Context: an optimization exercise on an open-source flow, tuned for small area and a short achievable clock period. The choices shown serve that exercise and are no tape-out recipe. The RTL was checked by simulation tests, not by an equivalence proof against the original design. No driver is modelled on the clock port, so clock power and skew are understated where the tree is cut down; a real chip needs a root buffer or a tree. Power is estimated from default activity; no workload was simulated.

## wip/xenon
==> flow/design.v <==
module PacketArbiter #
 ( parameter WIDTH = 8,
   parameter DEPTH = 8,
   parameter DLOG2 = 3,
   parameter KLOG2 = 3)
 ( input   clk,
   input   reset,
   input  [WIDTH-1:0]  A_tdata,
   input   A_tvalid,
   input   A_tlast,
   output reg A_tready,
   input  [WIDTH-1:0]  B_tdata,
   input   B_tvalid,
   input   B_tlast,
   output reg B_tready,
   output reg [WIDTH-1:0]  K_tdata,
   output reg K_tvalid,
   output reg K_tlast,
   input   K_tready);
  function [2:0] inc3(input [2:0] v);
    inc3 = {v[2] ^ (v[1] & v[0]), v[1] ^ v[0], ~v[0]};
  endfunction
  reg [WIDTH-1:0] A_mem [0:DEPTH-1];
  reg [WIDTH-1:0] B_mem [0:DEPTH-1];
  reg [WIDTH-1:0] K_mem [0:DEPTH-1];
  reg [2:0] wa, wb, kw;
  reg [2:0] lsel;                
  reg [2:0] csel;                
  reg [DEPTH-1:0] ra, rb, kr;    
  reg grant;
  reg [WIDTH-1:0] cdata;
  reg [DEPTH-1:0] kwe;
  wire endc = (csel != 0) && (csel == kw);
  wire [DEPTH-1:0] krn = {kr[DEPTH-1:1], 1'b0};
  wire klast = krn[lsel];
  wire alast = A_tvalid && A_tlast;
  wire blast = B_tvalid && B_tlast;
  wire [2:0] lsel_n = (grant ? alast : blast) ? (grant ? wa : wb) : lsel;
  wire [2:0] csel_n = (grant ? blast : alast) ? (grant ? wb : wa) : csel;
  always @(posedge clk, posedge reset) begin
    if (reset) begin
      wa <= 0; wb <= 0;
      A_tready <= 1'b0; B_tready <= 1'b0;
    end else begin
      if (A_tvalid) begin
        A_tready <= ~A_tlast;
        wa <= A_tlast ? 3'd0 : inc3(wa);
      end
      if (B_tvalid) begin
        B_tready <= ~B_tlast;
        wb <= B_tlast ? 3'd0 : inc3(wb);
      end
    end
  end
  always @(posedge clk, posedge reset) begin
    if (reset) begin
      ra <= 1; rb <= 1; kw <= 0; grant <= 1'b0; lsel <= 0; csel <= 0;
    end else begin
      lsel <= endc ? csel_n : lsel_n;
      csel <= endc ? lsel_n : csel_n;
      if (grant) rb <= {rb[DEPTH-2:0], rb[DEPTH-1]};
      else       ra <= {ra[DEPTH-2:0], ra[DEPTH-1]};
      kw <= endc ? 3'd0 : inc3(kw);
      grant <= grant ^ endc;
    end
  end
  always @(posedge clk, posedge reset) begin
    if (reset) begin
      kr <= 1; K_tvalid <= 1'b0; K_tlast <= 1'b0;
    end else if (K_tready) begin
      K_tvalid <= 1'b1;
      K_tlast <= klast;
      kr <= klast ? {{(DEPTH-1){1'b0}}, 1'b1} : {kr[DEPTH-2:0], kr[DEPTH-1]};
    end
  end
  reg [WIDTH-1:0] crd, krd;
  integer i;
  always @* begin
    crd = {WIDTH{1'b0}};
    krd = {WIDTH{1'b0}};
    for (i = 0; i < DEPTH; i = i + 1) begin
      crd = crd | ({WIDTH{~grant & ra[i]}} & A_mem[i])
                | ({WIDTH{ grant & rb[i]}} & B_mem[i]);
      krd = krd | ({WIDTH{kr[i]}} & K_mem[i]);
    end
  end
  wire kbyp = |(kwe & kr);
  always @(posedge clk) begin
    if (A_tvalid && (wa != 0 || !reset)) A_mem[wa] <= A_tdata;
    if (B_tvalid && (wb != 0 || !reset)) B_mem[wb] <= B_tdata;
    cdata <= crd;
    for (i = 0; i < DEPTH; i = i + 1) begin
      kwe[i] <= kw == i && (i != 0 || !reset);
      if (kwe[i]) K_mem[i] <= cdata;
    end
    if (K_tready) K_tdata <= kbyp ? cdata : krd;
  end
endmodule
export LEC_CHECK = 0
export CAP_MARGIN = 20
export CORE_MARGIN = 2
export CORE_UTILIZATION = 60
export SETUP_SLACK_MARGIN = 2.3
export SLEW_MARGIN = 20
create_clock -name core_clock -period 4.0 [get_ports {clk}]
standard.sh (not shown) runs the stock make flow with config.mk's settings and CLKGATE_MAP_FILE= SYNTH_SCRIPT=/design/flow/synth_recipe.tcl, a recipe that flattens the netlist after the stock synthesis.
==> flow/flow/run.sh <==
#!/bin/bash
# Standard ORFS layout, except that:
# - the clock tree is built by flow/cts_pre.tcl (hooked in through PRE_CTS_TCL)
#   instead of TritonCTS;
# - the port buffers are buf_2 cells (BUFFER_PORTS_ARGS).
# make's output goes to make.log here; ORFS's per-step logs stay under orfs/logs.
set -euo pipefail
here=$(pwd)
bash standard.sh "PRE_CTS_TCL=$here/flow/cts_pre.tcl" \
  "BUFFER_PORTS_ARGS=-buffer_cell sky130_fd_sc_hd__buf_2" \
  finish > make.log 2>&1
==> flow/flow/cts_pre.tcl <==
# Sourced by ORFS's cts.tcl before clock_tree_synthesis (PRE_CTS_TCL): builds
# a two-level clock tree by hand (the clock port drives 4 mid clock inverters,
# which drive 10 leaf clock inverters, each leaf driving about 26 flip-flops;
# two inversions, so the flip-flops see the port's clock), then turns the
# repair_clock_inverters and clock_tree_synthesis calls that follow into
# no-ops (repair_clock_inverters would clone the leaf inverters per flip-flop).
source [file join [file dirname [info script]] mycts.tcl]
mycts_run 4 10 sky130_fd_sc_hd__clkinv_8 sky130_fd_sc_hd__clkinv_16
set_propagated_clock [all_clocks]
proc repair_clock_inverters {args} {
  puts "repair_clock_inverters skipped: manual clock tree in place"
}
proc clock_tree_synthesis {args} {
  puts "clock_tree_synthesis skipped: manual clock tree in place"
}
==> flow/flow/mycts.tcl <==
proc mycts_centre {items} {
  set sx 0; set sy 0
  foreach s $items { set sx [expr {$sx + [lindex $s 1]}]; set sy [expr {$sy + [lindex $s 2]}] }
  set n [llength $items]
  return [list [expr {int($sx / $n)}] [expr {int($sy / $n)}]]
}
proc mycts_split {items ngroups {axis 0}} {
  # cut items into ngroups groups of near-equal size, alternating the cut axis
  if {$ngroups <= 1} { return [list $items] }
  set n1 [expr {$ngroups / 2}]
  set n2 [expr {$ngroups - $n1}]
  set idx [expr {$axis ? 2 : 1}]
  set s [lsort -real -index $idx $items]
  set h [expr {int(round([llength $s] * double($n1) / $ngroups))}]
  set next [expr {1 - $axis}]
  return [concat [mycts_split [lrange $s 0 [expr {$h - 1}]] $n1 $next] \
                 [mycts_split [lrange $s $h end] $n2 $next]]
}
proc mycts_buf {name cell xy innet} {
  set block [ord::get_db_block]
  set m [[ord::get_db] findMaster $cell]
  set b [odb::dbInst_create $block $m $name]
  set w [$m getWidth]
  $b setLocation [expr {[lindex $xy 0] - $w / 2}] [lindex $xy 1]
  $b setPlacementStatus PLACED
  set net [odb::dbNet_create $block net_$name]
  $net setSigType CLOCK
  [$b findITerm A] connect $innet
  set out [$b findITerm X]
  if {$out eq "NULL" || $out eq ""} { set out [$b findITerm Y] }
  $out connect $net
  return $net
}
proc mycts_run {nmid nleaf midcell leafcell} {
  set block [ord::get_db_block]
  set clknet [$block findNet clk]
  $clknet setSigType CLOCK
  set sinks {}
  foreach it [$clknet getITerms] {
    set bb [[$it getInst] getBBox]
    lappend sinks [list $it [expr {([$bb xMin] + [$bb xMax]) / 2.0}] [expr {([$bb yMin] + [$bb yMax]) / 2.0}]]
  }
  set leaves {}
  set i 0
  foreach g [mycts_split $sinks $nleaf] {
    set c [mycts_centre $g]
    lappend leaves [list $g [lindex $c 0] [lindex $c 1] $i]
    incr i
  }
  set j 0
  foreach mg [mycts_split $leaves $nmid] {
    set mnet [mycts_buf clkmid_$j $midcell [mycts_centre $mg] $clknet]
    foreach lf $mg {
      set lnet [mycts_buf clkleaf_[lindex $lf 3] $leafcell [lrange $lf 1 2] $mnet]
      foreach s [lindex $lf 0] {
        set it [lindex $s 0]
        $it disconnect
        $it connect $lnet
      }
    }
    incr j
  }
}
wip/xenon reached the end of the flow, and the finished layout is clean on the timing, DRC and antenna checks.
Relative to wip/xenon, the following input files were edited for wip/yarrow:
Settings: a change of CORE_UTILIZATION from 60 to 50; a change of SETUP_SLACK_MARGIN from 2.3 to 2.35.
## What came out
Lower final critical path time including I/O delays and setup was reported by wip/yarrow, not wip/xenon.
From wip/xenon to wip/yarrow the numbers moved as follows: via count of the first global-routing pass neither gained nor lost much, final standard cell utilization of the core lost 11 points.
Comparing wip/xenon with wip/yarrow, the clock power share came out essentially unchanged.
Total power is higher on wip/yarrow
wip/xenon → wip/yarrow: largest fanout on the critical path rose by 2, ratio of routed vias to standard cells fell 7.2%.
Type of the setup path with the least slack: input port to flop -> wip/xenon, flop to flop -> wip/yarrow
Highest-delay cell along the critical path = sky130_fd_sc_hd__nor3b_4: wip/xenon; highest-delay cell along the critical path = sky130_fd_sc_hd__dfrtp_1: wip/yarrow
HPWL after detailed placement across wip/yarrow and wip/xenon: no real change.
Here is what was changed in the inputs of wip/indigo compared with wip/yarrow.
Settings: swapping 2.35 for 2.45 in SETUP_SLACK_MARGIN; swapping 50 for 60 in CORE_UTILIZATION.
==> flow/flow/cts_pre.tcl <==
# Sourced by ORFS's cts.tcl before clock_tree_synthesis (PRE_CTS_TCL): builds
# a two-level clock tree by hand (the clock port drives 4 mid buffers, which
# drive 10 leaf buffers, each leaf driving about 26 flip-flops), then turns
# the clock_tree_synthesis call that follows into a no-op.
source [file join [file dirname [info script]] mycts.tcl]
mycts_run 4 10 sky130_fd_sc_hd__clkbuf_16 sky130_fd_sc_hd__clkbuf_16
set_propagated_clock [all_clocks]
proc clock_tree_synthesis {args} {
  puts "clock_tree_synthesis skipped: manual clock tree in place"
}
-- flow/flow/mycts.tcl --
<<< wip/yarrow, line 27
  $net setSigType CLOCK
  [$b findITerm A] connect $innet
  set out [$b findITerm X]
  if {$out eq "NULL" || $out eq ""} { set out [$b findITerm Y] }
  $out connect $net
  return $net
}
>>> wip/indigo, line 27
  $net setSigType CLOCK
  [$b findITerm A] connect $innet
  [$b findITerm X] connect $net
  return $net
}
Findings:
wip/indigo: sequential share of layout area 1.1 points below wip/yarrow
Overall power delta (wip/indigo − wip/yarrow): unfavourable
Compared with wip/yarrow, wip/indigo shows utilization higher by 14 points.
For wip/yarrow and wip/indigo, there was not a single run that failed to finish clean.
wip/indigo vs wip/yarrow, type of the worst setup path: flop to primary output vs flop to flop
For wip/sierra, these inputs were changed with respect to wip/indigo:
Settings: changing SETUP_SLACK_MARGIN from 2.45 to 2.4.
==> flow/flow/cts_pre.tcl <==
# Sourced by ORFS's cts.tcl before clock_tree_synthesis (PRE_CTS_TCL): builds
# a two-level clock tree by hand (the clock port drives 4 mid clock inverters,
# which drive 10 leaf clock inverters, each leaf driving about 26 flip-flops;
# two inversions, so the flip-flops see the port's clock), then turns the
# repair_clock_inverters and clock_tree_synthesis calls that follow into
# no-ops (repair_clock_inverters would clone the leaf inverters per flip-flop).
source [file join [file dirname [info script]] mycts.tcl]
mycts_run 4 10 sky130_fd_sc_hd__clkinv_8 sky130_fd_sc_hd__clkinv_16
set_propagated_clock [all_clocks]
proc repair_clock_inverters {args} {
  puts "repair_clock_inverters skipped: manual clock tree in place"
}
proc clock_tree_synthesis {args} {
  puts "clock_tree_synthesis skipped: manual clock tree in place"
}
-- flow/flow/mycts.tcl --
<<< wip/indigo, line 27
  $net setSigType CLOCK
  [$b findITerm A] connect $innet
  [$b findITerm X] connect $net
  return $net
}
>>> wip/sierra, line 27
  $net setSigType CLOCK
  [$b findITerm A] connect $innet
  set out [$b findITerm X]
  if {$out eq "NULL" || $out eq ""} { set out [$b findITerm Y] }
  $out connect $net
  return $net
}
[summary]
- The share of total power in combinational logic in wip/sierra was lower than what wip/indigo gave.
- Compared wip/sierra against wip/indigo; cell count after placement within noise.
- Compared to wip/indigo, wip/sierra has setup slack after placement 0.039 ns higher.
In every run of this note, the design's own scripts or RTL, not TritonCTS, make the clock network.

## separate check: timing with driven ports
Ports are ideal in the flow. The routed layouts listed here were re-timed in OpenROAD. Step 1 assumes that a clkbuf_16 drives the clock port and a buf_2 every other input. Step 2 times the ports against the registers' clock, not the clock port: input delays grow and output delays shrink by t, the midpoint of the rising clock arrivals with the driver on. Slacks: ideal / step 1 / step 2; pairs: ideal / step 1.
run | t (ns) | slack for setup (ns) | latest minus earliest clock arrival (ns) | pins driven straight from the clock port
wip/xenon | 0.340 | 2.317 / 2.288 / 2.101 | 0.064 / 0.065 | 4
wip/yarrow | 0.343 | 2.361 / 2.257 / 2.114 | 0.057 / 0.056 | 4
wip/indigo | 0.381 | 2.325 / 2.237 / 2.059 | 0.032 / 0.032 | 4
wip/sierra | 0.345 | 2.346 / 2.271 / 2.148 | 0.057 / 0.056 | 4
After both steps every run listed still meets setup and hold. The setup slack of wip/indigo, which loses most, moves by -0.088 ns with the drivers and by -0.266 ns with both steps.
